Background: an optimization exercise with open tools, aiming at small area, a short achievable clock period and few clock cycles. Do not read the settings as production practice. Only simulation tests tie the RTL to the original design; equivalence was not proved. Power is estimated from default activity; no workload was simulated.

run 1:
==> flow/design.v (excerpt) <==
module cpu(clk,reset,s,load,in,out,N,V,Z,w);
input clk, reset, s, load;
input [15:0] in;
output [15:0] out;
output N, V, Z, w;
reg [15:0] ir;
reg [15:0] R [0:7];
always @(posedge clk)
  if (load) ir <= in;
wire [15:0] ins = load ? in : ir;
wire [2:0] opcode = ins[15:13];
wire [1:0] op = ins[12:11];
wire [2:0] rn = ins[10:8];
wire [2:0] rd = ins[7:5];
wire [1:0] sh = ins[4:3];
wire [2:0] rm = ins[2:0];
wire go = s & ~reset;
wire is_movi = (opcode == 3'b110) & (op == 2'b10);
wire is_mov  = (opcode == 3'b110) & (op == 2'b00);
wire is_alu  = (opcode == 3'b101);
wire is_cmp  = is_alu & (op == 2'b01);
wire is_and  = is_alu & (op == 2'b10);
wire writes_c = is_mov | (is_alu & (op != 2'b01));
wire use_a   = is_alu & (op != 2'b11);    
wire inv     = is_alu & op[0];
reg [15:0] p2, g2;
reg a15_2, inv2, and2, wr2, wc2, cmp2;
reg [2:0] wa2;
reg [15:0] c;
reg [2:0] nvz;
wire [15:0] res, out_n;
wire [2:0] nvz_n;
wire [7:0] busy = {8{wr2}} & (8'd1 << wa2);
wire [7:0] sel_n, sel_m;
wire fwd_n, fwd_m;
Instruction_Decoder dec(.load(load), .in_n(in[10:8]), .in_m(in[2:0]),
  .ir_n(ir[10:8]), .ir_m(ir[2:0]), .en_n(1'b1), .en_m(~is_movi), .busy(busy),
  .sel_n(sel_n), .sel_m(sel_m), .fwd_n(fwd_n), .fwd_m(fwd_m));
reg [15:0] a, bs;
integer k;
always @(*) begin
  a  = {16{fwd_n}} & res;
  bs = {16{fwd_m}} & res;
  for (k = 0; k < 8; k = k + 1) begin
    a  = a  | ({16{sel_n[k]}} & R[k]);
    bs = bs | ({16{sel_m[k]}} & R[k]);
  end
end
reg  [15:0] b;
always @(*)
  case (sh)
    2'b00: b = bs;
    2'b01: b = {bs[14:0], 1'b0};
    2'b10: b = {1'b0, bs[15:1]};
    default: b = {bs[15], bs[15:1]};
  endcase
wire [15:0] x = is_movi ? {{8{ins[7]}}, ins[7:0]} : ((use_a ? a : 16'd0) ^ {16{inv}});
always @(posedge clk) begin
  p2    <= x ^ b;
  g2    <= x & b;
  a15_2 <= a[15];
  inv2  <= inv;
  and2  <= is_and;
  wr2   <= go & (is_movi | writes_c);
  wc2   <= go & writes_c;
  cmp2  <= go & is_cmp;
  wa2   <= is_movi ? rn : rd;
end
ALU alu(.p(p2), .g(g2), .inv(inv2), .a15(a15_2), .is_and(and2), .wc(wc2),
        .cmp(cmp2), .c(c), .nvz(nvz), .res(res), .out_n(out_n), .nvz_n(nvz_n));
always @(posedge clk) begin
  if (wr2) R[wa2] <= res;
  c   <= out_n;
  nvz <= nvz_n;
end
assign out = out_n;
assign {N, V, Z} = nvz_n;
  ...
clock: 5.5 ns
lec_check: 0
cap_margin: 5
core_margin: 2
core_utilization: 40
cts_buf_list: sky130_fd_sc_hd__clkbuf_8
cts_cluster_diameter: 60
cts_cluster_size: 20
setup_slack_margin: 2.5
slew_margin: 5
synth_hierarchical: 1
tns_end_percent: 0
standard.sh (not shown) runs the stock make flow with config.mk's settings and CLKGATE_MAP_FILE= SYNTH_SCRIPT=/design/flow/synth_recipe.tcl, a recipe that flattens the netlist after the stock synthesis.
==> flow/flow/run.sh <==
#!/bin/bash
# The standard layout, with plain buffers (rather than the delay cells
# buffer_ports picks by default) on the input and output ports.
set -euo pipefail
bash standard.sh BUFFER_PORTS_ARGS="-buffer_cell sky130_fd_sc_hd__buf_2" finish > standard.log 2>&1
Run 1: PASS, flow complete, no timing, DRC or antenna violations
Testbench counts of run 1, summed over its fixed seeds: cycles 24,064.
Modified inputs, run 2 compared to run 1
- TNS_END_PERCENT: 0 -> 10
- CAP_MARGIN: 5 -> 20
- SLEW_MARGIN: 5 -> 20
[summary]
The run showing the greater power is run 2.
Run 2 vs run 1, register-to-register slack went down by 80 ps.
Clock skew: run 2 vs run 1, no meaningful difference
In the reports for run 2 and run 1, the larger sequential share of layout area belongs to run 1.
The following lists how run 3 was set up differently from run 2:
- TNS_END_PERCENT: 10 -> 0
--- outcome ---
Run 3 did not stop at any stage, and its layout met the timing, DRC and antenna checks.
Run 3 vs run 2 — sequential share of layout area rose 2.4 points.
From run 2 to run 3 the numbers moved as follows: total internal power moved down, cell total after placement ~0 delta, worst slack at placement rose by 16 ps, total routed wirelength fell 5.9%, average via count per standard cell -0.071.
Re total of cells resized after clock tree synthesis: run 2 was higher than run 3.

-- afterwards: timing with drivers on the ports --
No port has a modelled driver above. Below, the same layouts with a new extraction and two added sets of constraints.
Step 1: set_driving_cell puts a clkbuf_16 on clk and a buf_2 on each other input, an assumption about the parent block.
Step 2, shift: input delay + t, output delay - t, t = (earliest + latest rising clock arrival at the registers) / 2. This alone moves slack from input paths to output paths.
a / b / c = ideal ports / drivers / drivers and shift; a / b = the first two.
run	t, ns	setup slack, ns	hold WS [ns]	worst setup path after step 2	clock arrival spread, ns
run 1	0.563	1.920 / 1.878 / 1.406	0.467 / 0.467 / 0.467	input to register	0.023 / 0.022
run 2	0.585	1.902 / 1.860 / 1.463	0.471 / 0.471 / 0.471	input to register	0.024 / 0.023
run 3	0.563	1.920 / 1.878 / 1.406	0.467 / 0.467 / 0.467	input to register	0.023 / 0.022
After both steps every run listed still meets setup and hold.
